This is an optimization exercise on Yosys and OpenROAD, whose aim is small area and few clock cycles per item, not a production implementation. Function was checked by simulation only, so behaviour that the tests miss may differ from the original. Power is estimated from default activity; no workload was simulated.

File: flow/flow/run.sh
#!/bin/bash
# Standard synthesis, then the standard ORFS layout with these changes:
# the port buffers are the smallest buffer cell, and CTS adds no dummy loads
# and clusters all sinks under few clock buffers.
set -euo pipefail
bash standard.sh synth > synth.log 2>&1
bash standard.sh \
  "BUFFER_PORTS_ARGS=-buffer_cell sky130_fd_sc_hd__buf_1" \
  "CTS_ARGS=-sink_clustering_enable -repair_clock_nets -dont_use_dummy_load -sink_clustering_size 50 -sink_clustering_max_diameter 300 -buf_list {sky130_fd_sc_hd__clkbuf_4 sky130_fd_sc_hd__clkbuf_8 sky130_fd_sc_hd__clkbuf_16} -root_buf sky130_fd_sc_hd__clkbuf_4" \
  finish > layout.log 2>&1
File: flow/standard.sh
#!/bin/bash
# synth_recipe.tcl (not shown) runs the flow's synth.tcl, then flattens the netlist and writes it again
# the make line also repeats each setting of config.mk as NAME=value (left out here)
make -C /OpenROAD-flow-scripts/flow DESIGN_CONFIG=/design/flow/config.mk WORK_HOME=/design/flow/orfs CLKGATE_MAP_FILE= SYNTH_SCRIPT=/design/flow/synth_recipe.tcl "${@:-finish}"
File: flow/config.mk
export PLATFORM = sky130hd
export DESIGN_NAME = SpiFlash
export DESIGN_NICKNAME = SpiFlash
export VERILOG_FILES = /design/flow/design.v
export SDC_FILE = /design/flow/constraint.sdc
export NUM_CORES = 4
export LEC_CHECK = 0
export CAP_MARGIN = 20
export CORE_MARGIN = 2
export CORE_UTILIZATION = 70
export SLEW_MARGIN = 20
File: flow/constraint.sdc
create_clock -name core_clock -period 10.0 [get_ports {iClk}]
set_input_delay 2.0000 -clock core_clock [delete_from_list [all_inputs] [get_ports {iClk}]]
set_output_delay 2.0000 -clock core_clock [all_outputs]
set_load 0.01 [all_outputs]
File: flow/design.v
module SpiFlash
	(
		input logic			iClk,
		input logic			iRst,
		input logic			iWr,
		input logic 		iRd,
		input logic [31:0]	iAddr,
		input logic [7:0] 	iDataIn,
		output logic [7:0]	oDataOut,
		output logic 		oDone,
		output	logic 		oSpiCs,
		output	logic		oSpiClk,
		output	logic		oSpiMosi,
		input	logic		iSpiMiso
	);
	localparam logic [8:0] CNT_START = 9'd188;
	localparam int N = 33;
	logic [8:0]   rCnt;
	logic         rCs;       
	logic         rBusy;     
	logic         rMosi;
	logic [N-1:0] rRing;
	logic [N-1:0] wLoad;
	wire  [31:0]  wPay = {iAddr[23:0], iDataIn};
	always_comb begin
		wLoad = '0;
		wLoad[27] = iRd;
		for (int q = 0; q < 32; q++)
			wLoad[(8*q + 2) % N] = wPay[31-q];
	end
	wire wLatch = rCnt[2:0] == 3'd0;                
	wire wCapt  = rCnt[8] & (rCnt[2:0] == 3'd3);    
	wire wEnd   = &rCnt[8:2];                       
	wire wStart = ~rBusy & (iRd | iWr);             
	always_ff @(posedge iClk or posedge iRst) begin
		if (iRst) begin
			rCs   <= 1'b1;
			rBusy <= 1'b0;
		end else begin
			rCs   <= rCs ? ~wStart : wEnd;
			rBusy <= ~rCs | wStart;
		end
	end
	wire wCmdLow = ~rCnt[8] & ~(&rCnt[7:3]);        
	wire wCmd6   = ~rCnt[8] & (&rCnt[7:4]) & ~rCnt[3];
	always_ff @(posedge iClk) begin
		rCnt <= rCs ? CNT_START : rCnt + 9'd1;
		rRing <= ~((wLoad | {N{rBusy}}) & ({rRing[0], rRing[N-1:1]} | {N{rCs}}));
		if (rBusy & wCapt)
			rRing[29] <= ~iSpiMiso;
		if (wLatch)
			rMosi <= wCmdLow ? wCmd6 : ~rRing[0];
	end
	assign oSpiMosi = rMosi;
	assign oSpiClk  = rCnt[2] | rCs;
	assign oSpiCs   = rCs;
	assign oDone    = rCs & rBusy;
	assign oDataOut = {rRing[5], rRing[13], rRing[21], rRing[29],
	                   rRing[4], rRing[12], rRing[20], rRing[28]};
endmodule
==> results of run 1 <==
## worst max-delay path by stage
stage	startpoint	endpoint	slack, ns
global placement	rCs$_DFF_PP1_	oDone	6.65
detailed placement	rBusy$_DFF_PP0_	oDone	6.58
CTS	rBusy$_DFF_PP0_	oDone	6.21
finish	rBusy$_DFF_PP0_	oDone	6.19
global route	rBusy$_DFF_PP0_	oDone	6.05
floorplan	rCs$_DFF_PP1_	oDone	7.02
## flip-flops by register name, summed over array words and instances, names as in the netlist
| name | count |
|---|---|
| rMosi | 1 |
| rBusy | 1 |
| rCnt | 9 |
| rRing | 33 |
| rCs | 1 |
## final cells by class
cell class,instances,area (sq um)
tap,27,33.8
inverter,7,26.3
sequential,45,922
fill,129,334
multi-input combinational,74,468
timing repair buffer,48,180
clock buffer,5,37.5
## routing by layer
metal	track usage (%)	part of all wire (%)	vias up
met5	0	0	-
met4	6.76	1.1	0
met2	45.2	50	42
met3	6.25	6.2	6
li1	-	-	583
met1	28.7	43	548
## worst reg2reg max path, stage by stage (launching register included)
cell	delay, ns
dfstp_2	1.05
a211oi_1	0.10
a31oi_1	0.20
a21oi_1	0.09
## synthesized netlist by cell type
cell type	n
nand3_1	3
nand2_1	2
buf_4	8
nor2_1	3
inv_1	7
xnor2_1	2
edfxtp_1	1
o22ai_1	32
o21a_1	1
a21oi_1	4
dfxtp_1	42
or3b_1	2
dfstp_2	1
nand2b_1	2
o21ai_0	6
or3_1	2
or2_2	2
a211oi_1	1
nand4_1	2
a31oi_1	1
nor3_1	2
dfrtp_1	1
nor2b_1	1
and2b_2	1
ha_1	3
and2_1	1
buf_2	2
o41ai_1	1
clkbuf_1	7
## per-stage QoR
stage          util, %  cell area (sq um)  instances
2_1_floorplan        -               1510        143
3_3_place_gp      81.4               1630        201
3_5_place_dp      81.4               1630        201
4_1_cts           83.3               1670        206
5_1_grt           83.3               1670        206
6_report          83.3               1670        206
## power breakdown
| part | internal [mW] | switching (mW) | leakage [nW] |
|---|---|---|---|
| Combinational | 0.0890 | 0.0779 | 0.238 |
| Clock | 0.0236 | 0.0475 | 0.0230 |
| Sequential | 0.281 | 0.0815 | 0.383 |
## cell families (layout without fill, tap and decap cells)
logic type | Yosys count | count (layout) | synth area share (%)
compound gates | 46 | 46 | 18.5
xor+xnor | 2 | 2 | 1.16
fa+ha+maj | 3 | 3 | 2.48
buf+inv | 24 | 60 | 8.11
flops | 45 | 45 | 61.0
simple gates | 23 | 23 | 8.77
==> reports/metrics.csv, run 1 <==
metric,value,unit
irDropWorstVdd,0.249,mV
grt_start_max_net_pins,49,
clock_skew,0.0165,ns
synth_area_leader_cell,dfxtp_1,
track_usage,24.8,%
dr.first_iter.drc_count,29,
firstDrtPassIters,4,
hold_viol,0,
min_to,rRing[0]$_DFF_P_,
cts_max_level,2,
slew_viol_final,0,
r2r_start,rCs$_DFF_PP1_,
max-clock-path-buffers,2,
antenna_cells,0,
rsz0062_at_grt,no,
yosys_warnings,1,
final.min_clock_period,3.81,ns
setup-tns-final,0,ns
wirelength,2.89,mm
portBuffers,48,
clockRootBuffer,clkbuf_4,
drc,0,
yosysUniqueCellTypes,29,
worst_slew_pin_slew,1.06,ns
crit_fanout,36,
fp.coreArea,0.00200,sq mm
cts_resized,0,
fin_nets,229,
finalCritPeriodShare,38.1,%
synth_area_leaders,"dfxtp_1, o22ai_1, buf_4",
synth_area,0.00151,sq mm
fin_ws,6.19,ns
antenna_left,0,
post-cts-setup-buffer-count,0,
slowest_delay,1.06,ns
antenna_found_initial,0,
cp-end-kind,output port,
cts_tree,done,
powerDensity,360,mW/mm^2
dieArea,0.00255,sq mm
die_y,50.5,um
vias_per_cell,5.72,
final_common_cell,buf_1,
worstHoldPathType,reg2reg,
cpLargestDelayFamily,flip-flops,
place_hpwl,1.92,mm
finalPower,0.600,mW
reg2reg_depth,3,
ioPinCount,57,
layout_common_cells,"buf_1, dfxtp_1, o22ai_1",
yosysTopAreaCellShare,55.6,%
clock-sinks,45,
floorplan.initialDensity,75.6,%
num_vias,1179,
drive_above_1_share,5.03,%
ys_ff_latch,45,
worst-path-buf-inv,1,
die-width,50.5,um
pre_cts_ws,6.58,ns
clkTransAtPathRegs,0.12,ns
max_freq,263,MHz
post_drt_wl_per_cell,14.0,um
crit_type,reg2out,
syn_inst,143,
timing.rr.end,rRing[29]$_DFF_P_,
hold_path_startpoint,rRing[1]$_DFF_P_,
critPathRequiredTime,8.00,ns
worstPathCellList,"and2_1, buf_1",
r2r_slack,8.43,ns
start_kind,register,
leakage,0.644,nW
status,"complete, no violations",
grt_pass1_wl,4.73,mm
max-slew-margin-rel,29.1,%
syn_area_per_cell,10.6,sq um
hold_path_depth,1,
clock_latency,0.33,ns
place_congestion,0.725,
final-setup-viol-count,0,
grt_pass1_vias,1128,
synthToLayoutAreaGrowth,10.3,%
cap_violations,0,
syn_nets,191,
std_cell_rows,16,
cp.depth,2,
grt_overflow,0,
ctsHoldBuffers,0,
arrival,1.81,ns
ys_seq_area_share,61.0,%
cts_made_buffers,5,
critPathSlowestCell,dfrtp_1,
whs,0.413,ns
Testbench counts, summed over its fixed seeds: cycles 155,028, items 480.
==> run 2: changes to the inputs <==
==> flow/flow/run.sh (replaced) <==
#!/bin/bash
# Standard synthesis, then the standard ORFS layout with these changes:
# the port buffers are the smallest buffer cell, and CTS adds no dummy loads
# and builds a small clock tree.
set -euo pipefail
bash standard.sh synth > synth.log 2>&1
bash standard.sh \
  "BUFFER_PORTS_ARGS=-buffer_cell sky130_fd_sc_hd__buf_1" \
  "CTS_ARGS=-repair_clock_nets -dont_use_dummy_load -sink_clustering_enable -sink_clustering_size 50 -sink_clustering_max_diameter 500 -buf_list {sky130_fd_sc_hd__clkbuf_16} -root_buf sky130_fd_sc_hd__clkbuf_16" \
  finish > layout.log 2>&1
==> run 2 against run 1 <==
Still clean on timing, DRC and antenna; synthesized cell count stayed put; routed wire length increased by 14%; die area is the same; combinational power rose by 4%; power grew 14%; final cell count did not move; synthesized area unchanged; global-route usage increased by 5.5 points; setup slack improved by 0.084 ns; sequential share of layout area shrank 2.8 points; clock power up 100%; largest cell class unchanged; highest routed layer unchanged.
==> reports/metrics.csv, run 2 <==
metric,value,unit
irDropWorstVdd,0.292,mV
synthToLayoutAreaGrowth,16.0,%
dieArea,0.00255,sq mm
clock-sinks,45,
die-width,50.5,um
synth-async-reset-ratio,4.44,%
fin_nets,229,
setup-tns-final,0,ns
clock_skew,0.00658,ns
ctsHoldBuffers,0,
ioPinCount,57,
powerDensity,390,mW/mm^2
worst_slew_pin_slew,1.06,ns
cp-end-kind,output port,
crit_type,reg2out,
netSwitchingFraction,33.1,%
reg2reg_depth,2,
multi_input_area,468,sq um
finalPower,0.685,mW
place_hpwl,1.92,mm
regMostFlops,rRing,
m1WireLength,1.31,mm
crit_fanout,36,
clock_latency,0.28,ns
syn_area_per_cell,10.6,sq um
switching_power,0.227,mW
drive_above_1_share,5.03,%
ys_seq_area_share,61.0,%
timing.rr.end,rCs$_DFF_PP1_,
power_frac_clock,21.2,%
max_freq,269,MHz
place_congestion,0.725,
fin_ws,6.28,ns
cts_max_level,2,
syn_inst,143,
grt_pass1_wl,5.40,mm
final_common_cell,buf_1,
top_layer,met4,
start_kind,register,
comb_power_share,25.2,%
largest_reg_flops,33,
ys_ff_latch,45,
cell_internal_pwr,0.459,mW
die_y,50.5,um
vias_per_cell,5.87,
syn_nets,191,
drc,0,
top_regs,"rRing x33, rCnt x9",
hold_path_depth,1,
firstDrtPassIters,4,
hold_path_startpoint,rRing[32]$_DFF_P_,
slew_viol_final,0,
std_cell_rows,16,
min_to,rRing[31]$_DFF_P_,
synthFlopType,dfxtp_1,
antenna_found_initial,0,
r2r_slack,8.42,ns
antenna_cells,0,
pre_cts_ws,6.58,ns
grt_overflow,0,
arrival,1.72,ns
status,"complete, no violations",
grt_pass1_vias,1167,
synth_most_common_cell,dfxtp_1,
yosysTopAreaCellShare,55.6,%
regArea,922,sq um
synth_edf_count,1,
max-slew-margin-rel,29.5,%
grt_start_max_net_pins,49,
layout_common_cells,"buf_1, dfxtp_1, o22ai_1",
max-clock-path-buffers,2,
rsz0062_at_grt,no,
portBuffers,48,
dr.first_iter.drc_count,27,
cts_made_buffers,5,
met2WireLength,1.62,mm
hold_viol,0,
clockRootBuffer,clkbuf_16,
postPlaceCellArea,0.00163,sq mm
r2r_start,rBusy$_DFF_PP0_,
synth_area,0.00151,sq mm
finalCritPeriodShare,37.2,%
synth_area_leaders,"dfxtp_1, o22ai_1, buf_4",
antenna_left,0,
final-setup-viol-count,0,
synth_area_leader_cell,dfxtp_1,
post_drt_wl_per_cell,16.0,um
yosys-top-cells-count,"dfxtp_1, o22ai_1, buf_4, clkbuf_1, inv_1",
route.met3.wl,260,um
final.min_clock_period,3.72,ns
pwr-share-seq,53.6,%
wirelength,3.30,mm
crit_path_start,rBusy$_DFF_PP0_,
yosys_warnings,1,
track_usage,30.3,%
worstHoldPathType,reg2reg,
leakage,0.683,nW
cts_tree,done,
stdcell_area,0.00176,sq mm
num_vias,1209,
floorplan.initialDensity,75.6,%
clkTransAtPathRegs,0.06,ns
post-cts-setup-buffer-count,0,
critPathRequiredTime,8.00,ns
fill_cells,104,
cts_resized,0,
cap_violations,0,
fp.coreArea,0.00200,sq mm
yosysUniqueCellTypes,29,
==> run 2: cell counts after synthesis <==
Identical to the previous run, type by type.
==> run 2: kinds of logic after synthesis <==
group                    count (synthesis)  synth area share, %
AO/OA/AOI/OAI                           46                 18.5
flip-flops                              45                 61.0
buffers and inverters                   24                 8.11
AND/OR/NAND/NOR                         23                 8.77
adder cells (fa/ha/maj)                  3                 2.48
XOR/XNOR                                 2                 1.16
==> run 2: layer usage <==
layer / vias to the layer above / track usage (%)
li1: 582 / -
met2: 59 / 49.6
met4: 0 / 17.6
met1: 558 / 33.7
met5: - / 0
met3: 10 / 11.3
==> run 2: how the worst max path moves through the flow <==
stage	to	cells past startpoint
3_5_place_dp	oDone	2
5_1_grt	oDone	2
3_3_place_gp	oDone	2
2_1_floorplan	oDone	2
6_report	oDone	2
4_1_cts	oDone	2
==> run 2: layout make-up <==
cell class | instances | area share (%)
Sequential cell | 45 | 52.5
Multi-Input combinational cell | 74 | 26.7
Timing Repair Buffer | 48 | 10.3
Clock buffer | 5 | 7.13
Tap cell | 27 | 1.92
Inverter | 7 | 1.50
==> run 2: per-stage QoR <==
stage	utilization (%)	hold slack, ns	std cells
3_3_place_gp	81.4	0.393	201
4_1_cts	87.7	0.415	206
6_report	87.7	0.412	206
2_1_floorplan	-	0.388	143
3_5_place_dp	81.4	0.404	201
5_1_grt	87.7	0.420	206
==> run 2: worst max-delay path, cell delays in order, from the launching register on <==
cell     delay (ns)
dfrtp_1        1.04
and2_1         0.25
buf_1          0.15
==> run 2: power groups by stage <==
stage | registers, mW | logic (mW) | clock network, mW
after detailed placement | 0.363 | 0.167 | 0
after CTS | 0.365 | 0.174 | 0.146
after floorplan | 0.319 | 0.176 | 0
final | 0.367 | 0.173 | 0.145
after global routing | 0.381 | 0.194 | 0.154
after global placement | 0.357 | 0.154 | 0
==> run 3: changes to the inputs <==
==> flow/flow/run.sh (replaced) <==
#!/bin/bash
# Standard synthesis, then the standard ORFS layout with two changes:
# the port buffers are the smallest buffer cell, and CTS adds no dummy loads.
set -euo pipefail
bash standard.sh synth > synth.log 2>&1
bash standard.sh \
  "BUFFER_PORTS_ARGS=-buffer_cell sky130_fd_sc_hd__buf_1" \
  "CTS_ARGS=-sink_clustering_enable -repair_clock_nets -dont_use_dummy_load" \
  finish > layout.log 2>&1
--- a/flow/config.mk
+++ b/flow/config.mk
@@ -9,3 +9,3 @@
 export CORE_MARGIN = 2
-export CORE_UTILIZATION = 70
+export CORE_UTILIZATION = 40
 export SLEW_MARGIN = 20
==> run 3 against run 2 <==
Still clean; clock power fell by 34%; critical path depth is the same; final area is 1.3% lower; hold slack improved by 0.0033 ns; sequential power down 5.4%; first-iteration DRC count up 19%; synthesized area unchanged; sequential share of layout area increased by 0.68 points; synthesized cell count unchanged; critical path type unchanged; critical endpoint is now oSpiClk; largest cell class unchanged; largest power group unchanged; highest routed layer unchanged.
==> reports/metrics.csv, run 3 <==
metric,value,unit
std_cell_rows,22,
post-cts-setup-buffer-count,0,
track_usage,14.0,%
synthFlopType,dfxtp_1,
rsz0062_at_grt,no,
worstHoldPathType,reg2reg,
syn_area_per_cell,10.6,sq um
synth_area_leader_cell,dfxtp_1,
cts_tree,done,
drive_above_1_share,5.56,%
fin_ws,6.31,ns
vias_per_cell,4.96,
clock-sinks,45,
grt_overflow,0,
top_regs,"rRing x33, rCnt x9",
layout_common_cells,"buf_1, dfxtp_1, o22ai_1",
num_vias,1132,
synth_most_common_cell,dfxtp_1,
critPathRequiredTime,8.00,ns
grt_pass1_wl,4.49,mm
synth_area_leaders,"dfxtp_1, o22ai_1, buf_4",
die_y,65.5,um
die-width,65.5,um
crit_type,reg2out,
place_congestion,0.721,
synth-async-reset-ratio,4.44,%
post_drt_wl_per_cell,11.9,um
cts_resized,0,
pre_cts_ws,6.59,ns
synthToLayoutAreaGrowth,14.6,%
arrival,1.69,ns
fp.coreArea,0.00366,sq mm
max-clock-path-buffers,2,
grt_pass1_vias,1033,
clockRootBuffer,clkbuf_8,
antenna_cells,0,
yosysUniqueCellTypes,29,
wirelength,2.72,mm
ctsHoldBuffers,0,
firstDrtPassIters,4,
worst_slew_pin_slew,0.774,ns
slew_viol_final,0,
setup-tns-final,0,ns
cap_violations,0,
portBuffers,48,
stdcell_area,0.00173,sq mm
leakage,0.661,nW
postPlaceCellArea,0.00166,sq mm
max_freq,271,MHz
fill_cells,366,
cts_max_level,2,
antenna_found_initial,0,
dr.first_iter.drc_count,32,
yosys_warnings,1,
syn_nets,191,
final_common_cell,buf_1,
synth_area,0.00151,sq mm
yosys-top-cells-count,"dfxtp_1, o22ai_1, buf_4, clkbuf_1, inv_1",
antenna_left,0,
synth_edf_count,1,
clock_skew,0.0125,ns
place_hpwl,1.85,mm
status,"complete, no violations",
clkTransAtPathRegs,0.07,ns
max-slew-margin-rel,48.4,%
largest_reg_flops,33,
cts_made_buffers,5,
final.min_clock_period,3.69,ns
dieArea,0.00429,sq mm
start_kind,register,
floorplan.initialDensity,41.3,%
yosysTopAreaCellShare,55.6,%
ioPinCount,57,
finalCritPeriodShare,36.9,%
hold_viol,0,
final-setup-viol-count,0,
regMostFlops,rRing,
cp-end-kind,output port,
irDropWorstVdd,0.172,mV
fin_nets,230,
syn_inst,143,
powerDensity,358,mW/mm^2
ys_ff_latch,45,
ys_seq_area_share,61.0,%
crit_fanout,48,
drc,0,
clock_latency,0.29,ns
grt_start_max_net_pins,49,
-- run 3: logic make-up after synthesis --
logic type               share of synthesized area (%)
adder cells (fa/ha/maj)                           2.48
AND/OR/NAND/NOR                                   8.77
AO/OA/AOI/OAI                                     18.5
flip-flops                                        61.0
buffers and inverters                             8.11
XOR/XNOR                                          1.16
-- run 3: final timing paths --
check                                        from                end  slack (ns)  cells past startpoint
worst max-delay path                rCs$_DFF_PP1_            oSpiClk        6.31                      2
max in group asynchronous                    iRst      rCs$_DFF_PP1_        8.28                      2
worst max register to register      rCs$_DFF_PP1_      rCs$_DFF_PP1_        8.40                      2
min in group asynchronous                    iRst    rBusy$_DFF_PP0_        1.53                      2
worst min-delay path            rRing[31]$_DFF_P_  rRing[30]$_DFF_P_        0.42                      1
worst min register to register  rRing[31]$_DFF_P_  rRing[30]$_DFF_P_        0.42                      1
-- run 3: worst max-delay path: stages, from the launching register on --
cell,delay (ns)
dfstp_2,1.04
or2_2,0.22
buf_1,0.14
-- run 3: metal layers --
layer	vias up	share of wire [%]	wire length [um]	track usage, %
met2	27	46	1250	21.6
li1	577	-	-	-
met3	5	5.7	155	5.82
met4	0	1.5	42	5.47
met5	-	0	0	0
met1	523	47	1270	17.4
-- run 3: final cells by class --
| type | instances | area, sq um | area share (%) |
|---|---|---|---|
| clock buffers | 5 | 68.8 | 3.97 |
| well taps | 48 | 60.1 | 3.47 |
| inverters | 7 | 26.3 | 1.52 |
| repair buffers | 49 | 188 | 10.8 |
| multi-input cells | 74 | 468 | 27.0 |
| flip-flops and latches | 45 | 922 | 53.2 |
-- run 3: through the flow --
stage | total power, mW | util, % | cells | hold WS [ns]
final | 0.620 | 47.3 | 228 | 0.415
after global routing | 0.672 | 47.3 | 228 | 0.427
after CTS | 0.628 | 47.3 | 228 | 0.417
after detailed placement | 0.530 | 45.5 | 223 | 0.404
after global placement | 0.519 | 45.5 | 223 | 0.403
after floorplan | 0.495 | - | 143 | 0.388
-- run 3: where the power goes --
| part | leakage (nW) | switching (mW) | internal [mW] |
|---|---|---|---|
| registers | 0.383 | 0.0656 | 0.281 |
| clock network | 0.0359 | 0.0504 | 0.0450 |
| logic | 0.243 | 0.0872 | 0.0904 |
| total | 0.661 | 0.203 | 0.417 |
==> run 4: changes to the inputs <==
--- a/flow/design.v
+++ b/flow/design.v
@@ -15,5 +15,5 @@
 	);
-	localparam logic [8:0] CNT_START = 9'd188;
 	localparam int N = 33;
-	logic [8:0]   rCnt;
+	logic [3:0]   rPh;
+	logic [5:0]   rBit;
 	logic         rCs;       
@@ -30,5 +30,6 @@
 	end
-	wire wLatch = rCnt[2:0] == 3'd0;                
-	wire wCapt  = rCnt[8] & (rCnt[2:0] == 3'd3);    
-	wire wEnd   = &rCnt[8:2];                       
+	wire wFall  = rPh[3] & ~rPh[2];                 
+	wire wLatch = ~rPh[3] & ~rPh[0];                
+	wire wCapt  = rBit[5] & ~rPh[3] & rPh[2];       
+	wire wEnd   = (&rBit) & rPh[3] & rPh[0];        
 	wire wStart = ~rBusy & (iRd | iWr);             
@@ -43,6 +44,7 @@
 	end
-	wire wCmdLow = ~rCnt[8] & ~(&rCnt[7:3]);        
-	wire wCmd6   = ~rCnt[8] & (&rCnt[7:4]) & ~rCnt[3];
+	wire wCmdLow = ~rBit[5] & ~(&rBit[4:0]);        
+	wire wCmd6   = ~rBit[5] & (&rBit[4:1]) & ~rBit[0];
 	always_ff @(posedge iClk) begin
-		rCnt <= rCs ? CNT_START : rCnt + 9'd1;
+		rPh  <= rCs ? 4'b1111 : {rPh[2:0], ~rPh[3]};
+		rBit <= rCs ? 6'd23 : rBit + {5'd0, wFall};
 		rRing <= ~((wLoad | {N{rBusy}}) & ({rRing[0], rRing[N-1:1]} | {N{rCs}}));
@@ -54,3 +56,3 @@
 	assign oSpiMosi = rMosi;
-	assign oSpiClk  = rCnt[2] | rCs;
+	assign oSpiClk  = rPh[3] | rCs;
 	assign oSpiCs   = rCs;
--- a/flow/config.mk
+++ b/flow/config.mk
@@ -8,4 +8,4 @@
 export CAP_MARGIN = 20
-export CORE_MARGIN = 2
-export CORE_UTILIZATION = 40
+export CORE_AREA = 2.2 2.2 57.8 57.8
+export DIE_AREA = 0 0 60 60
 export SLEW_MARGIN = 20
==> run 4 against run 3 <==
Non-clock buffer count stayed put; synthesized area is 1.6% lower; routed wire length is 4.0% lower; sequential share of layout area is 3.9 points higher; clock power is 23% lower; first-iteration DRC count is 28% lower; clock-buffer cell count stayed put; largest power group unchanged; global-route usage is 2.7 points higher; sequential power is 3% lower; clock skew is 0.0055 ns higher; utilization is 7.6 points higher.
==> reports/metrics.csv, run 4 <==
metric,value,unit
status,"complete, no violations",
cts_max_level,2,
regMostFlops,rRing,
cts_resized,0,
synth_edf_count,1,
die_y,60,um
rsz0062_at_grt,no,
start_kind,register,
stdcell_count,202,
post_drt_wl_per_cell,12.9,um
dieArea,0.00360,sq mm
regArea,942,sq um
ctsHoldBuffers,0,
clockRootBuffer,clkbuf_4,
post-cts-setup-buffer-count,0,
fin_nets,218,
largest_reg_flops,33,
ys_seq_area_share,63.3,%
antenna_found_initial,0,
final.min_clock_period,3.75,ns
ioPinCount,57,
final-setup-viol-count,0,
finalCritPeriodShare,37.5,%
irDropWorstVdd,0.133,mV
synthFlopType,dfxtp_1,
slowest_delay,1.05,ns
track_usage,16.7,%
final_common_cell,buf_1,
stdcell_area,0.00165,sq mm
crit_fanout,49,
yosys-top-cells-count,"dfxtp_1, o22ai_1, buf_2, buf_4, or2_2",
clock_latency,0.34,ns
cts_made_buffers,5,
critPathRequiredTime,8.00,ns
leakage,0.638,nW
worstPathCellList,"or2_2, buf_1",
portBuffers,48,
clock-sinks,46,
max-slew-margin-rel,48.9,%
cap_violations,0,
syn_area_per_cell,11.3,sq um
max-clock-path-buffers,2,
num_vias,1065,
synthToLayoutAreaGrowth,10.8,%
finalPower,0.565,mW
die-width,60,um
antenna_left,0,
place_congestion,0.722,
arrival,1.75,ns
yosys_warnings,1,
worst_slew_pin_slew,0.767,ns
powerDensity,342,mW/mm^2
clock_skew,0.0180,ns
multi_input_area,438,sq um
fill_cells,298,
floorplan.initialDensity,49.6,%
wirelength,2.61,mm
antenna_cells,0,
cts_tree,done,
drc,0,
max_freq,267,MHz
fp.coreArea,0.00300,sq mm
ys_ff_latch,46,
synth_area_leaders,"dfxtp_1, o22ai_1, buf_4",
syn_inst,132,
grt_start_max_net_pins,50,
cp-end-kind,output port,
dr.first_iter.drc_count,23,
crit_type,reg2out,
critPathSlowestCell,dfstp_2,
place_hpwl,1.70,mm
slew_viol_final,0,
synth_most_common_cell,dfxtp_1,
clkTransAtPathRegs,0.12,ns
yosysTopAreaCellShare,57.8,%
setup-tns-final,0,ns
hold_viol,0,
drive_above_1_share,8.28,%
synth_area,0.00149,sq mm
top_regs,"rRing x33, rBit x6, rPh x4",
syn_nets,179,
postLayoutCoreUtil,55.0,%
synth_area_leader_cell,dfxtp_1,
firstDrtPassIters,4,
grt_pass1_wl,4.42,mm
worstHoldPathType,reg2reg,
grt_overflow,0,
postPlaceCellArea,0.00161,sq mm
layout_common_cells,"buf_1, dfxtp_1, o22ai_1",
synth-async-reset-ratio,4.35,%
grt_pass1_vias,1059,
vias_per_cell,5.27,
dp.cells,197,
std_cell_rows,20,
yosysUniqueCellTypes,25,
==> run 4: cell count changes after synthesis, sizes merged, moves of 4 or more <==
cell    change
buf         +6
o21ai       -4
or2         +4
clkbuf      -6
inv         -6
==> run 4: critical path, delay by kind of cell (launching register included) <==
kind,cells,cell delay (ns)
flops,1,1.05
buf+inv,1,0.15
simple gates,1,0.22
==> run 4: layout make-up <==
class | count | share of cell area (%)
well taps | 33 | 2.50
inverters | 1 | 0.227
clock buffers | 5 | 2.27
flip-flops and latches | 46 | 57.1
repair buffers | 49 | 11.4
multi-input cells | 68 | 26.5
==> run 4: where the power goes <==
| group | switching [mW] | total [mW] | internal (mW) |
|---|---|---|---|
| clock | 0.0499 | 0.0735 | 0.0236 |
| combinational | 0.0713 | 0.153 | 0.0821 |
| sequential | 0.0535 | 0.338 | 0.285 |
==> run 4: cells by family after synthesis <==
logic type,after synthesis,share of synthesized area (%)
xor gates and xnor gates,3,1.77
adders and majority gates,2,1.68
and+or+nand+nor,24,9.66
buffers and inverters,18,7.31
AOI/OAI and AO/OA,39,16.3
DFF,46,63.3
==> run 4: through the flow <==
step / setup WS [ns] / hold slack [ns]
CTS: 6.22 / 0.427
floorplan: 7.11 / 0.389
global placement: 6.62 / 0.395
finish: 6.25 / 0.424
global route: 6.09 / 0.440
detailed placement: 6.59 / 0.393
==> run 4: metal layers <==
metal  global-route usage, %  part of all wire, %
met5                       0                    0
met1                    19.8                   43
met2                    27.2                   50
met3                    4.98                  5.3
met4                    8.25                  1.5
==> run 4: final timing paths <==
path / startpoint / to / slack, ns / depth (start not counted)
max: rCs$_DFF_PP1_ / oSpiClk / 6.25 / 2
min: rRing[9]$_DFF_P_ / rRing[8]$_DFF_P_ / 0.42 / 1
max reg2reg: rCs$_DFF_PP1_ / rBit[5]$_SDFF_PP0_ / 8.43 / 3
min reg2reg: rRing[9]$_DFF_P_ / rRing[8]$_DFF_P_ / 0.42 / 1
max in group asynchronous: iRst / rCs$_DFF_PP1_ / 8.33 / 2
min in group asynchronous: iRst / rBusy$_DFF_PP0_ / 1.47 / 2
Testbench counts of run 4, summed over its fixed seeds: cycles 155,028, items 480.
==> run 5: changes to the inputs <==
--- a/flow/config.mk
+++ b/flow/config.mk
@@ -8,4 +8,5 @@
 export CAP_MARGIN = 20
-export CORE_AREA = 2.2 2.2 57.8 57.8
-export DIE_AREA = 0 0 60 60
+export CORE_AREA = 2.5 2.5 59.5 59.5
+export DIE_AREA = 0 0 62 62
+export GPL_TIMING_DRIVEN = 0
 export SLEW_MARGIN = 20
==> run 5 against run 4 <==
Final area grew 6.7%; utilization is 2.3 points higher; routed wire length up 13%; setup slack improved by 0.36 ns; via count grew 4.4%; first-iteration DRC count increased by 43%; critical path depth grew 1; sequential power decreased by 3%; power up 5.9%; hold slack about the same; clock-buffer cell count unchanged; critical path type unchanged; highest routed layer unchanged.
==> reports/metrics.csv, run 5 <==
metric,value,unit
status,"complete, no violations",
stdcell_count,229,
clockRootBuffer,clkbuf_4,
hold_path_startpoint,rRing[25]$_DFF_P_,
die-width,62,um
ioPinCount,57,
clkTransAtPathRegs,0.11,ns
reg2reg_depth,4,
syn_area_per_cell,11.3,sq um
grt_pass1_wl,4.84,mm
fp.coreArea,0.00308,sq mm
dr.first_iter.drc_count,33,
whs,0.424,ns
min_to,rRing[24]$_DFF_P_,
ctsHoldBuffers,0,
hold_path_depth,1,
timing.rr.end,rBit[1]$_SDFF_PP1_,
layout_common_cells,"buf_1, dfxtp_1, o22ai_1",
critPathRequiredTime,8.00,ns
top_regs,"rRing x33, rBit x6, rPh x4",
syn_inst,132,
start_kind,register,
antenna_left,0,
cts_tree,done,
yosysUniqueCellTypes,25,
final-setup-viol-count,0,
slowest_delay,0.56,ns
synth-async-reset-ratio,4.35,%
firstDrtPassIters,3,
die_y,62,um
arrival,1.40,ns
worstHoldPathType,reg2reg,
clock_skew,0.00981,ns
clock-sinks,46,
leakage,0.709,nW
synth_area_leaders,"dfxtp_1, o22ai_1, buf_4",
synthToLayoutAreaGrowth,18.3,%
slew_viol_final,0,
drc,0,
synth_most_common_cell,dfxtp_1,
cap_violations,0,
grt_start_max_net_pins,14,
std_cell_rows,20,
track_usage,17.8,%
syn_nets,179,
cts_made_buffers,5,
synth_area_leader_cell,dfxtp_1,
yosys-top-cells-count,"dfxtp_1, o22ai_1, buf_2, buf_4, or2_2",
final.min_clock_period,3.40,ns
fin_ws,6.60,ns
synthFlopType,dfxtp_1,
antenna_cells,0,
fill_cells,312,
setup-tns-final,0,ns
final_common_cell,buf_1,
fin_nets,234,
dp.cells,224,
antenna_found_initial,0,
stdcell_area,0.00176,sq mm
largest_reg_flops,33,
cts_resized,0,
r2r_slack,8.54,ns
cp-end-kind,output port,
synth_area,0.00149,sq mm
grt_pass1_vias,1126,
rsz0062_at_grt,no,
post_drt_wl_per_cell,12.9,um
finalCritPeriodShare,34.0,%
place_hpwl,2.15,mm
pre_cts_ws,6.96,ns
place_congestion,0.727,
postPlaceCellArea,0.00172,sq mm
worstPathCellList,"clkbuf_2, and2_1, buf_1",
r2r_start,rPh[3]$_SDFF_PP1_,
wirelength,2.95,mm
regMostFlops,rRing,
hold_viol,0,
yosys_warnings,1,
dieArea,0.00384,sq mm
crit_type,reg2out,
synth_edf_count,1,
max-slew-margin-rel,86.5,%
portBuffers,48,
crit_fanout,10,
irDropWorstVdd,0.158,mV
ys_ff_latch,46,
max-clock-path-buffers,2,
floorplan.initialDensity,48.4,%
drive_above_1_share,16.2,%
num_vias,1112,
post-cts-setup-buffer-count,0,
cts_max_level,2,
yosysTopAreaCellShare,57.8,%
vias_per_cell,4.86,
worst_slew_pin_slew,0.201,ns
critPathSlowestCell,dfstp_2,
ys_seq_area_share,63.3,%
grt_overflow,0,
powerDensity,340,mW/mm^2
max_freq,294,MHz
clock_latency,0.35,ns
## run 5: cell counts after synthesis
No cell type changed its count.
## run 5: through the flow
stage,total power [mW],utilization (%)
floorplan,0.471,-
global placement,0.520,56.0
detailed placement,0.531,56.0
CTS,0.607,57.2
global route,0.648,57.2
finish,0.598,57.2
## run 5: cell families after synthesis
group           after synthesis  synth area share (%)
fa+ha+maj                     2                  1.68
xor+xnor                      3                  1.77
flops                        46                  63.3
compound gates               39                  16.3
simple gates                 24                  9.66
buf+inv                      18                  7.31
## run 5: worst max-delay path: cells and delay by family (launching register included)
kind	cells	cell delay, ns
flip-flops	1	0.56
AND/OR/NAND/NOR	1	0.15
buffers and inverters	2	0.35
## run 5: worst max-delay path by stage
stage,start,to,slack [ns],cells past startpoint
2_1_floorplan,rCs$_DFF_PP1_,oDone,7.11,2
3_3_place_gp,rCs$_DFF_PP1_,oDone,6.97,3
3_5_place_dp,rCs$_DFF_PP1_,oDone,6.96,3
4_1_cts,rCs$_DFF_PP1_,oDone,6.57,3
5_1_grt,rCs$_DFF_PP1_,oDone,6.49,3
6_report,rCs$_DFF_PP1_,oDone,6.60,3
## run 5: power by group
group	switching [mW]	total (mW)	leakage [nW]	internal, mW
logic	0.0897	0.195	0.294	0.106
registers	0.0445	0.329	0.391	0.284
clock network	0.0507	0.0742	0.0230	0.0236
total	0.185	0.598	0.709	0.414
## run 5: metal layers
layer	vias to the layer above	track usage, %	wire (um)
met5	-	0	0
met4	0	6.38	48
met3	6	7.45	181
met2	27	30.2	1470
met1	503	20.1	1250
li1	576	-	-
## run 5: cell type report
| type | count | area (sq um) | area share, % |
|---|---|---|---|
| multi-input combinational | 68 | 438 | 24.9 |
| inverter | 1 | 3.75 | 0.213 |
| tap | 44 | 55.1 | 3.12 |
| clock buffer | 5 | 37.5 | 2.13 |
| sequential | 46 | 942 | 53.5 |
| timing repair buffer | 48 | 180 | 10.2 |
| buffer | 17 | 105 | 5.97 |
==> run 6: changes to the inputs <==
--- a/flow/config.mk
+++ b/flow/config.mk
@@ -7,3 +7,3 @@
 export LEC_CHECK = 0
-export CAP_MARGIN = 20
+export CAP_MARGIN = 5
 export CORE_AREA = 2.5 2.5 59.5 59.5
@@ -11,2 +11,2 @@
 export GPL_TIMING_DRIVEN = 0
-export SLEW_MARGIN = 20
+export SLEW_MARGIN = 5
==> run 6 against run 5 <==
Setup slack did not move; critical endpoint unchanged; largest power group unchanged; combinational power about the same; routed wire length stayed put; first-iteration DRC count is the same; via count unchanged; hold slack did not move; critical path depth unchanged; highest routed layer unchanged; utilization unchanged; flip-flop and latch count stayed put; critical path type unchanged.
==> reports/metrics.csv, run 6 <==
metric,value,unit
layout_common_cells,"buf_1, dfxtp_1, o22ai_1",
post_drt_wl_per_cell,12.9,um
dp.cells,224,
clockRootBuffer,clkbuf_4,
drive_above_1_share,16.2,%
ys_seq_area_share,63.3,%
slew_viol_final,0,
powerDensity,340,mW/mm^2
pre_cts_ws,6.96,ns
firstDrtPassIters,3,
cts_made_buffers,5,
synth_edf_count,1,
irDropWorstVdd,0.158,mV
worst_slew_pin_slew,0.201,ns
clock_skew,0.00981,ns
max-slew-margin-rel,86.5,%
yosysTopAreaCellShare,57.8,%
final-setup-viol-count,0,
grt_start_max_net_pins,14,
post-cts-setup-buffer-count,0,
cp-end-kind,output port,
track_usage,17.8,%
hold_viol,0,
synth-async-reset-ratio,4.35,%
final_common_cell,buf_1,
crit_type,reg2out,
antenna_cells,0,
grt_pass1_wl,4.84,mm
rsz0062_at_grt,no,
crit_end,oDone,
crit_path_start,rCs$_DFF_PP1_,
cts_tree,done,
synth_area_leaders,"dfxtp_1, o22ai_1, buf_4",
wirelength,2.95,mm
dieArea,0.00384,sq mm
num_vias,1112,
critPathRequiredTime,8.00,ns
top_regs,"rRing x33, rBit x6, rPh x4",
grt_overflow,0,
arrival,1.40,ns
portBuffers,48,
regMostFlops,rRing,
worstHoldPathType,reg2reg,
r2r_slack,8.54,ns
synth_area,0.00149,sq mm
cap_violations,0,
max_freq,294,MHz
fin_nets,234,
std_cell_rows,20,
dr.first_iter.drc_count,33,
antenna_left,0,
floorplan.initialDensity,48.4,%
synth_most_common_cell,dfxtp_1,
crit_fanout,10,
place_congestion,0.727,
leakage,0.709,nW
largest_reg_flops,33,
yosys_warnings,1,
finalCritPeriodShare,34.0,%
ioPinCount,57,
syn_area_per_cell,11.3,sq um
fin_ws,6.60,ns
reg2reg_depth,4,
setup-tns-final,0,ns
grt_pass1_vias,1126,
start_kind,register,
synth_area_leader_cell,dfxtp_1,
yosys-top-cells-count,"dfxtp_1, o22ai_1, buf_2, buf_4, or2_2",
die_y,62,um
syn_inst,132,
ys_ff_latch,46,
max-clock-path-buffers,2,
ctsHoldBuffers,0,
stdcell_count,229,
cts_resized,0,
whs,0.424,ns
yosysUniqueCellTypes,25,
antenna_found_initial,0,
timing.rr.end,rBit[1]$_SDFF_PP1_,
final.min_clock_period,3.40,ns
r2r_start,rPh[3]$_SDFF_PP1_,
clock-sinks,46,
clock_latency,0.35,ns
synthFlopType,dfxtp_1,
die-width,62,um
syn_nets,179,
status,"complete, no violations",
cts_max_level,2,
vias_per_cell,4.86,
synthToLayoutAreaGrowth,18.3,%
drc,0,
clkTransAtPathRegs,0.11,ns
fp.coreArea,0.00308,sq mm
place_hpwl,2.15,mm
==> run 6: layout make-up <==
cell class	instances	area (sq um)
plain buffers	17	105
clock buffers	5	37.5
multi-input cells	68	438
fillers	312	1320
flip-flops and latches	46	942
inverters	1	3.75
repair buffers	48	180
well taps	44	55.1
==> run 6: how the worst min path moves through the flow <==
stage,startpoint,endpoint,slack (ns),depth (start not counted)
detailed placement,rPh[1]$_SDFF_PP1_,rPh[2]$_SDFF_PP1_,0.40,1
finish,rRing[25]$_DFF_P_,rRing[24]$_DFF_P_,0.42,1
global route,rRing[17]$_DFF_P_,rRing[16]$_DFF_P_,0.44,1
floorplan,rPh[1]$_SDFF_PP1_,rPh[2]$_SDFF_PP1_,0.39,1
global placement,rPh[1]$_SDFF_PP1_,rPh[2]$_SDFF_PP1_,0.40,1
CTS,rRing[25]$_DFF_P_,rRing[24]$_DFF_P_,0.43,1
==> run 6: power breakdown <==
part | internal [mW] | total [mW] | switching [mW]
clock network | 0.0236 | 0.0742 | 0.0507
logic | 0.106 | 0.195 | 0.0897
registers | 0.284 | 0.329 | 0.0445
total | 0.414 | 0.598 | 0.185
==> run 6: worst max-delay path: stages (launching register included) <==
cell	delay (ns)
dfstp_2	0.56
clkbuf_2	0.20
and2_1	0.15
buf_1	0.15
==> run 6: cell families (layout without fill, tap and decap cells) <==
kind of cell / after synthesis / after routing / synth area share (%)
buf+inv: 18 / 71 / 7.31
simple gates: 24 / 24 / 9.66
fa+ha+maj: 2 / 2 / 1.68
xor+xnor: 3 / 3 / 1.77
compound gates: 39 / 39 / 16.3
flops: 46 / 46 / 63.3
==> run 6: per-layer routing <==
metal | vias up | routed length (um) | track usage [%]
met2 | 27 | 1470 | 30.2
met1 | 503 | 1250 | 20.1
met3 | 6 | 181 | 7.45
met5 | - | 0 | 0
met4 | 0 | 48 | 6.38
li1 | 576 | - | -
==> run 6: through the flow <==
stage / area (sq um) / util [%] / power (mW)
after global placement: 1720 / 56.0 / 0.520
after floorplan: 1490 / - / 0.471
after detailed placement: 1720 / 56.0 / 0.531
after global routing: 1760 / 57.2 / 0.648
final: 1760 / 57.2 / 0.598
after CTS: 1760 / 57.2 / 0.607
==> run 7: changes to the inputs <==
--- a/flow/config.mk
+++ b/flow/config.mk
@@ -7,6 +7,5 @@
 export LEC_CHECK = 0
-export CAP_MARGIN = 5
+export CAP_MARGIN = 10
 export CORE_AREA = 2.5 2.5 59.5 59.5
 export DIE_AREA = 0 0 62 62
-export GPL_TIMING_DRIVEN = 0
-export SLEW_MARGIN = 5
+export SLEW_MARGIN = 10
==> run 7 against run 6 <==
Via count decreased by 5.0%; clock-buffer cell count unchanged; hold slack got worse by 0.0098 ns; sequential power increased by 3%; fmax decreased by 9.6%; critical path depth decreased by 1; die area unchanged; clock skew increased by 0.010 ns; sequential share of layout area increased by 3.1 points; global-route usage decreased by 2.2 points; routed wire length decreased by 11%; largest power group unchanged.
==> reports/metrics.csv, run 7 <==
metric,value,unit
crit_type,reg2out,
die_y,62,um
cp-end-kind,output port,
std_cell_rows,20,
track_usage,15.7,%
synthFlopType,dfxtp_1,
final_common_cell,buf_1,
syn_inst,132,
num_vias,1056,
r2r_start,rCs$_DFF_PP1_,
clockRootBuffer,clkbuf_4,
crit_path_start,rCs$_DFF_PP1_,
grt_pass1_vias,943,
place_congestion,0.688,
regMostFlops,rRing,
worstHoldPathType,reg2reg,
wirelength,2.63,mm
portBuffers,48,
status,"complete, no violations",
cts_max_level,2,
r2r_slack,8.44,ns
clock_latency,0.34,ns
synth_area_leader_cell,dfxtp_1,
clkTransAtPathRegs,0.12,ns
post-cts-setup-buffer-count,0,
setup-tns-final,0,ns
grt_overflow,0,
hold_viol,0,
vias_per_cell,4.96,
max-clock-path-buffers,2,
crit_end,oDone,
powerDensity,340,mW/mm^2
synth_area,0.00149,sq mm
stdcell_area,0.00166,sq mm
firstDrtPassIters,4,
fp.coreArea,0.00308,sq mm
syn_area_per_cell,11.3,sq um
layout_common_cells,"buf_1, dfxtp_1, o22ai_1",
clock-sinks,46,
cts_resized,0,
yosysTopAreaCellShare,57.8,%
timing.rr.end,rBit[5]$_SDFF_PP0_,
start_kind,register,
hold_path_startpoint,rRing[18]$_DFF_P_,
clock_skew,0.0198,ns
cap_violations,0,
die-width,62,um
finalCritPeriodShare,37.6,%
antenna_left,0,
dieArea,0.00384,sq mm
yosysUniqueCellTypes,25,
synth_area_leaders,"dfxtp_1, o22ai_1, buf_4",
irDropWorstVdd,0.186,mV
synth_edf_count,1,
top_regs,"rRing x33, rBit x6, rPh x4",
floorplan.initialDensity,48.4,%
ioPinCount,57,
postPlaceCellArea,0.00163,sq mm
leakage,0.638,nW
syn_nets,179,
cts_made_buffers,5,
grt_start_max_net_pins,50,
reg2reg_depth,3,
antenna_cells,0,
synth-async-reset-ratio,4.35,%
drive_above_1_share,8.28,%
cts_tree,done,
pre_cts_ws,6.59,ns
fin_ws,6.24,ns
drc,0,
fin_nets,218,
synthToLayoutAreaGrowth,11.8,%
final.min_clock_period,3.76,ns
yosys_warnings,1,
synth_most_common_cell,dfxtp_1,
final-setup-viol-count,0,
ctsHoldBuffers,0,
grt_pass1_wl,4.18,mm
post_drt_wl_per_cell,12.4,um
worst_slew_pin_slew,0.765,ns
rsz0062_at_grt,no,
ys_ff_latch,46,
ys_seq_area_share,63.3,%
crit_fanout,49,
largest_reg_flops,33,
yosys-top-cells-count,"dfxtp_1, o22ai_1, buf_2, buf_4, or2_2",
dr.first_iter.drc_count,16,
slew_viol_final,0,
critPathRequiredTime,8.00,ns
arrival,1.76,ns
antenna_found_initial,0,
place_hpwl,1.74,mm
max_freq,266,MHz
max-slew-margin-rel,49.0,%
==> run 7: cell counts after synthesis <==
No cell type changed its count.
==> run 7: worst max-delay path, stage by stage (launching register included) <==
cell and delay [ns]:
dfstp_2 1.04, and2_1 0.22, buf_1 0.16
==> run 7: logic make-up after synthesis <==
family / count (synthesis) / share of synthesized area [%]
AOI/OAI and AO/OA: 39 / 16.3
xor gates and xnor gates: 3 / 1.77
buffers and inverters: 18 / 7.31
and+or+nand+nor: 24 / 9.66
adders and majority gates: 2 / 1.68
DFF: 46 / 63.3
==> run 7: metal layers <==
layer | part of all wire, % | vias up | GRT usage [%]
met5 | 0 | - | 0
met3 | 6.5 | 6 | 6.63
met4 | 1.6 | 0 | 6.38
met1 | 44 | 481 | 17.9
met2 | 48 | 27 | 25.7
li1 | - | 542 | -
==> run 7: power breakdown <==
group	total (mW)	internal (mW)	leakage (nW)	switching, mW
logic	0.155	0.0824	0.224	0.0723
clock network	0.0728	0.0236	0.0230	0.0493
registers	0.339	0.285	0.391	0.0541
total	0.566	0.391	0.638	0.176
==> run 7: how the worst min path moves through the flow <==
stage                              to  cells past startpoint
floorplan           rPh[2]$_SDFF_PP1_                      1
global placement    rPh[2]$_SDFF_PP1_                      1
finish              rRing[17]$_DFF_P_                      1
CTS                 rRing[17]$_DFF_P_                      1
global route        rPh[2]$_SDFF_PP1_                      1
detailed placement  rPh[2]$_SDFF_PP1_                      1
==> run 7: layout make-up <==
class / count / area [sq um]
fillers: 299 / 1410
inverters: 1 / 3.75
multi-input cells: 68 / 438
flip-flops and latches: 46 / 942
repair buffers: 49 / 188
clock buffers: 5 / 37.5
well taps: 44 / 55.1
==> run 7: per-stage QoR <==
stage / power [mW] / utilization (%) / hold WS [ns] / std cells
after floorplan: 0.471 / - / 0.389 / 132
after global placement: 0.490 / 52.8 / 0.399 / 208
after detailed placement: 0.499 / 52.8 / 0.397 / 208
after CTS: 0.573 / 54.1 / 0.420 / 213
after global routing: 0.615 / 54.1 / 0.435 / 213
final: 0.566 / 54.1 / 0.414 / 213
==> run 8: changes to the inputs <==
--- a/flow/config.mk
+++ b/flow/config.mk
@@ -7,5 +7,5 @@
 export LEC_CHECK = 0
-export CAP_MARGIN = 10
+export CAP_MARGIN = 20
 export CORE_AREA = 2.5 2.5 59.5 59.5
 export DIE_AREA = 0 0 62 62
-export SLEW_MARGIN = 10
+export SLEW_MARGIN = 20
==> run 8 against run 7 <==
Clock skew unchanged; setup slack unchanged; register-to-register slack about the same; global-route usage unchanged; critical path depth unchanged; final area unchanged; first-iteration DRC count unchanged.
==> reports/metrics.csv, run 8 <==
metric,value,unit
regArea,942,sq um
cts_tree,done,
cts_made_buffers,5,
place_hpwl,1.74,mm
max_freq,266,MHz
final_common_cell,buf_1,
setup-tns-final,0,ns
antenna_cells,0,
cp-end-kind,output port,
largest_reg_flops,33,
post-cts-setup-buffer-count,0,
syn_inst,132,
finalCritPeriodShare,37.6,%
whs,0.414,ns
ioPinCount,57,
yosys-top-cells-count,"dfxtp_1, o22ai_1, buf_2, buf_4, or2_2",
irDropWorstVdd,0.186,mV
worstHoldPathType,reg2reg,
final.min_clock_period,3.76,ns
slowest_delay,1.04,ns
multi_input_area,438,sq um
synth-async-reset-ratio,4.35,%
grt_overflow,0,
r2r_start,rCs$_DFF_PP1_,
ctsHoldBuffers,0,
stdcell_count,213,
synth_area_leader_cell,dfxtp_1,
dr.first_iter.drc_count,16,
num_vias,1056,
worst_slew_pin_slew,0.765,ns
synth_edf_count,1,
die-width,62,um
regMostFlops,rRing,
status,"complete, no violations",
cts_resized,0,
synth_most_common_cell,dfxtp_1,
final-setup-viol-count,0,
grt_pass1_vias,943,
critPathRequiredTime,8.00,ns
yosysTopAreaCellShare,57.8,%
dp.cells,208,
hold_path_depth,1,
die_y,62,um
max-clock-path-buffers,2,
clock_latency,0.34,ns
r2r_slack,8.44,ns
post_drt_wl_per_cell,12.4,um
fin_ws,6.24,ns
cpLargestDelayFamily,flip-flops,
track_usage,15.7,%
fin_nets,218,
fp.coreArea,0.00308,sq mm
firstDrtPassIters,4,
place_congestion,0.688,
crit_path_start,rCs$_DFF_PP1_,
drc,0,
top_regs,"rRing x33, rBit x6, rPh x4",
crit_type,reg2out,
pre_cts_ws,6.59,ns
worstPathCellList,"and2_1, buf_1",
synth_area,0.00149,sq mm
vias_per_cell,4.96,
clock_skew,0.0198,ns
arrival,1.76,ns
drive_above_1_share,8.28,%
synthFlopType,dfxtp_1,
layout_common_cells,"buf_1, dfxtp_1, o22ai_1",
grt_start_max_net_pins,50,
crit_fanout,49,
cp.depth,2,
syn_area_per_cell,11.3,sq um
slew_viol_final,0,
std_cell_rows,20,
antenna_found_initial,0,
ys_seq_area_share,63.3,%
leakage,0.638,nW
reg2reg_depth,3,
timing.rr.end,rBit[5]$_SDFF_PP0_,
fill_cells,299,
start_kind,register,
syn_nets,179,
powerDensity,340,mW/mm^2
synthToLayoutAreaGrowth,11.8,%
cap_violations,0,
grt_pass1_wl,4.18,mm
wirelength,2.63,mm
max-slew-margin-rel,49.0,%
crit_end,oDone,
critPathSlowestCell,dfstp_2,
portBuffers,48,
synth_area_leaders,"dfxtp_1, o22ai_1, buf_4",
clockRootBuffer,clkbuf_4,
yosysUniqueCellTypes,25,
ys_ff_latch,46,
clock-sinks,46,
antenna_left,0,
rsz0062_at_grt,no,
clkTransAtPathRegs,0.12,ns
cts_max_level,2,
dieArea,0.00384,sq mm
worst-path-buf-inv,1,
hold_viol,0,
floorplan.initialDensity,48.4,%
yosys_warnings,1,
run 8: cell counts in the layout (fill, tap and decap cells not counted):
No cell type changed its count.
run 8: layout make-up:
cell class	count	share of cell area [%]
inverter	1	0.226
clock buffer	5	2.26
tap	44	3.31
sequential	46	56.6
multi-input combinational	68	26.3
timing repair buffer	49	11.3
run 8: logic make-up after synthesis:
kind of cell,after synthesis,synth area share [%]
compound gates,39,16.3
xor+xnor,3,1.77
fa+ha+maj,2,1.68
buf+inv,18,7.31
flops,46,63.3
simple gates,24,9.66
run 8: where the power goes:
group | total, mW | leakage [nW] | switching, mW | internal, mW
logic | 0.155 | 0.224 | 0.0723 | 0.0824
clock network | 0.0728 | 0.0230 | 0.0493 | 0.0236
registers | 0.339 | 0.391 | 0.0541 | 0.285
total | 0.566 | 0.638 | 0.176 | 0.391
run 8: worst min-delay path by stage:
stage | end | slack, ns | start
2_1_floorplan | rPh[2]$_SDFF_PP1_ | 0.39 | rPh[1]$_SDFF_PP1_
3_3_place_gp | rPh[2]$_SDFF_PP1_ | 0.40 | rPh[1]$_SDFF_PP1_
3_5_place_dp | rPh[2]$_SDFF_PP1_ | 0.40 | rPh[1]$_SDFF_PP1_
4_1_cts | rRing[17]$_DFF_P_ | 0.42 | rRing[18]$_DFF_P_
5_1_grt | rPh[2]$_SDFF_PP1_ | 0.43 | rPh[1]$_SDFF_PP1_
6_report | rRing[17]$_DFF_P_ | 0.41 | rRing[18]$_DFF_P_
run 8: routing by layer:
| metal | GRT usage (%) | vias to the layer above | wire (um) |
|---|---|---|---|
| met5 | 0 | - | 0 |
| met1 | 17.9 | 481 | 1150 |
| met2 | 25.7 | 27 | 1270 |
| met4 | 6.38 | 0 | 41 |
| met3 | 6.63 | 6 | 170 |
| li1 | - | 542 | - |
run 8: worst register-to-register path: stages (launching register included):
cell      delay (ns)
dfstp_2         1.04
nand2b_1        0.20
a21oi_1         0.04
a31o_1          0.18
run 8: metrics by stage:
step	utilization [%]	power [mW]	cell area, sq um
after floorplan	-	0.471	1490
after global placement	52.8	0.490	1630
after detailed placement	52.8	0.499	1630
after CTS	54.1	0.573	1660
after global routing	54.1	0.615	1660
final	54.1	0.566	1660
==> run 9: changes to the inputs <==
--- a/flow/config.mk
+++ b/flow/config.mk
@@ -8,4 +8,4 @@
 export CAP_MARGIN = 20
-export CORE_AREA = 2.5 2.5 59.5 59.5
-export DIE_AREA = 0 0 62 62
+export CORE_AREA = 2.5 2.5 65.5 65.5
+export DIE_AREA = 0 0 68 68
 export SLEW_MARGIN = 20
==> run 9 against run 8 <==
Still clean; power rose by 3.9%; critical path depth did not move; routed wire length rose by 5.8%; global-route usage fell by 2.3 points; fmax rose by 0.66%; clock power rose by 31%; critical path type unchanged; critical endpoint unchanged; largest cell class unchanged; largest power group unchanged.
==> reports/metrics.csv, run 9 <==
metric,value,unit
postLayoutCoreUtil,43.5,%
max_freq,268,MHz
timing.rr.end,rBit[5]$_SDFF_PP0_,
whs,0.409,ns
synthAdderAreaFrac,1.68,%
yosys_warnings,1,
synth_area_leaders,"dfxtp_1, o22ai_1, buf_4",
clockRootBuffer,clkbuf_8,
synthMuxAreaShare,0,%
stdcell_count,219,
finalCritPeriodShare,37.3,%
synthSimpleGateAreaFrac,9.66,%
fin_nets,218,
synth-async-reset-ratio,4.35,%
synth_compound_area_share,16.3,%
portBuffers,48,
min_to,rPh[2]$_SDFF_PP1_,
crit_fanout,49,
largest_reg_flops,33,
yosysTopAreaCellShare,57.8,%
clock-sinks,46,
post_drt_wl_per_cell,12.7,um
syn_inst,132,
fp.coreArea,0.00391,sq mm
grt_overflow,0,
rsz0062_at_grt,no,
hold_viol,0,
hold_path_startpoint,rPh[1]$_SDFF_PP1_,
firstDrtPassIters,4,
cp-end-kind,output port,
max-clock-path-buffers,2,
drc,0,
slew_viol_final,0,
switching_power,0.176,mW
ys_seq_area_share,63.3,%
track_usage,13.4,%
cap_violations,0,
start_kind,register,
antenna_left,0,
num_vias,1077,
reg2reg_depth,3,
synth_edf_count,1,
comb_power_share,26.2,%
dp.cells,214,
cts_made_buffers,5,
post-cts-setup-buffer-count,0,
clock_skew,0.0128,ns
antenna_found_initial,0,
grt_pass1_vias,1040,
grt_start_max_net_pins,50,
route.met3.wl,180,um
r2r_start,rCs$_DFF_PP1_,
clock_latency,0.28,ns
synth_area_leader_cell,dfxtp_1,
top_regs,"rRing x33, rBit x6, rPh x4",
critPathRequiredTime,8.00,ns
crit_type,reg2out,
wirelength,2.79,mm
leakage,0.651,nW
place_hpwl,1.84,mm
cts_tree,done,
powerDensity,346,mW/mm^2
final-setup-viol-count,0,
floorplan.initialDensity,38.0,%
vias_per_cell,4.92,
top_layer,met4,
final_common_cell,buf_1,
synth_area,0.00149,sq mm
cts_max_level,2,
drive_above_1_share,8.28,%
ys_ff_latch,46,
std_cell_rows,23,
place_congestion,0.677,
synth_most_common_cell,dfxtp_1,
setup-tns-final,0,ns
die-width,68,um
ioPinCount,57,
irDropWorstVdd,0.145,mV
die_y,68,um
hold_path_depth,1,
power_frac_clock,16.2,%
synth_top_family_by_area,compound AO/OA/AOI/OAI gates,
netSwitchingFraction,30.0,%
met2WireLength,1.35,mm
antenna_cells,0,
pwr-share-seq,57.6,%
cell_internal_pwr,0.412,mW
stdcell_area,0.00170,sq mm
yosys-top-cells-count,"dfxtp_1, o22ai_1, buf_2, buf_4, or2_2",
clkTransAtPathRegs,0.08,ns
postPlaceCellArea,0.00163,sq mm
synth-xor-area-share,1.76,%
r2r_slack,8.40,ns
synthFlopType,dfxtp_1,
synthToLayoutAreaGrowth,14.4,%
status,"complete, no violations",
layout_common_cells,"buf_1, dfxtp_1, o22ai_1",
worstHoldPathType,reg2reg,
m1WireLength,1.24,mm
worst_slew_pin_slew,0.792,ns
dieArea,0.00462,sq mm
max-slew-margin-rel,47.2,%
ctsHoldBuffers,0,
arrival,1.73,ns
syn_nets,179,
dr.first_iter.drc_count,40,
grt_pass1_wl,4.57,mm
final.min_clock_period,3.73,ns
regMostFlops,rRing,
cts_resized,0,
fill_cells,397,
syn_area_per_cell,11.3,sq um
yosysUniqueCellTypes,25,
==> run 9: cell counts after synthesis <==
Identical to the previous run, type by type.
==> run 9: cell families after synthesis <==
group | Yosys count
AO/OA/AOI/OAI | 39
XOR/XNOR | 3
adder cells (fa/ha/maj) | 2
buffers and inverters | 18
flip-flops | 46
AND/OR/NAND/NOR | 24
==> run 9: worst max-delay path, stage by stage, from the launching register on <==
cell	delay, ns
dfstp_2	1.04
and2_1	0.22
buf_1	0.15
==> run 9: metrics by stage <==
stage	power [mW]	worst slack, ns
final	0.588	6.27
after detailed placement	0.498	6.56
after floorplan	0.471	7.11
after CTS	0.597	6.24
after global routing	0.636	6.13
after global placement	0.488	6.63
==> run 9: worst max-delay path by stage <==
stage | start | endpoint
floorplan | rCs$_DFF_PP1_ | oDone
global placement | rCs$_DFF_PP1_ | oSpiClk
detailed placement | rCs$_DFF_PP1_ | oDone
CTS | rCs$_DFF_PP1_ | oDone
global route | rCs$_DFF_PP1_ | oSpiClk
finish | rCs$_DFF_PP1_ | oDone
==> run 9: area by class of cell <==
cell class	count	area [sq um]	area share [%]
well taps	50	62.6	3.67
flip-flops and latches	46	942	55.3
clock buffers	5	68.8	4.04
repair buffers	49	188	11.0
multi-input cells	68	438	25.7
inverters	1	3.75	0.220
==> run 9: metal layers <==
metal,up-vias,global-route usage (%)
met4,0,5.75
li1,539,-
met3,2,5.26
met5,-,0
met1,506,16.2
met2,30,21.0
==> run 9: power by group through the flow <==
stage	clock [mW]	sequential (mW)	combinational, mW
2_1_floorplan	0	0.320	0.151
3_3_place_gp	0	0.340	0.148
3_5_place_dp	0	0.342	0.156
4_1_cts	0.100	0.340	0.157
5_1_grt	0.107	0.350	0.178
6_report	0.0953	0.339	0.154

[static timing again, ports no longer ideal]
The flow's constraints put no driver on any port. The routed layouts listed below were extracted and timed again, unchanged, in two steps.
Step 1 sets driving cells, clkbuf_16 on the clock port and buf_2 on the other inputs (assumed; they add their load-dependent delay and slew).
Step 2 adds t to the input delays and takes it off the output delays; t is the mean of the earliest and latest rising clock arrival at the registers after step 1. Input paths then give back, and output paths get back, about the clock's delay inside the block.
Slacks: ideal / step 1 / step 2; pairs: ideal / step 1.
run | shift t [ns] | setup WS [ns] | worst hold slack (ns) | clock arrival spread, ns | pins driven straight from the clock port
run 1 | 0.345 | 6.195 / 6.175 / 6.520 | 0.413 / 0.413 / 0.413 | 0.017 / 0.018 | 1
run 2 | 0.309 | 6.279 / 6.246 / 6.556 | 0.412 / 0.412 / 0.412 | 0.008 / 0.007 | 1
run 3 | 0.306 | 6.307 / 6.283 / 6.590 | 0.415 / 0.415 / 0.415 | 0.014 / 0.013 | 1
run 4 | 0.354 | 6.249 / 6.227 / 6.581 | 0.424 / 0.424 / 0.424 | 0.019 / 0.018 | 1
run 5 | 0.366 | 6.604 / 6.582 / 6.948 | 0.424 / 0.424 / 0.424 | 0.011 / 0.010 | 1
run 6 | 0.366 | 6.604 / 6.582 / 6.948 | 0.424 / 0.424 / 0.424 | 0.011 / 0.010 | 1
run 7 | 0.355 | 6.245 / 6.223 / 6.578 | 0.414 / 0.414 / 0.414 | 0.020 / 0.020 | 1
run 8 | 0.355 | 6.245 / 6.223 / 6.578 | 0.414 / 0.414 / 0.414 | 0.020 / 0.020 | 1
run 9 | 0.302 | 6.269 / 6.245 / 6.548 | 0.409 / 0.409 / 0.409 | 0.013 / 0.013 | 1
After both steps setup and hold are still met in every run listed.
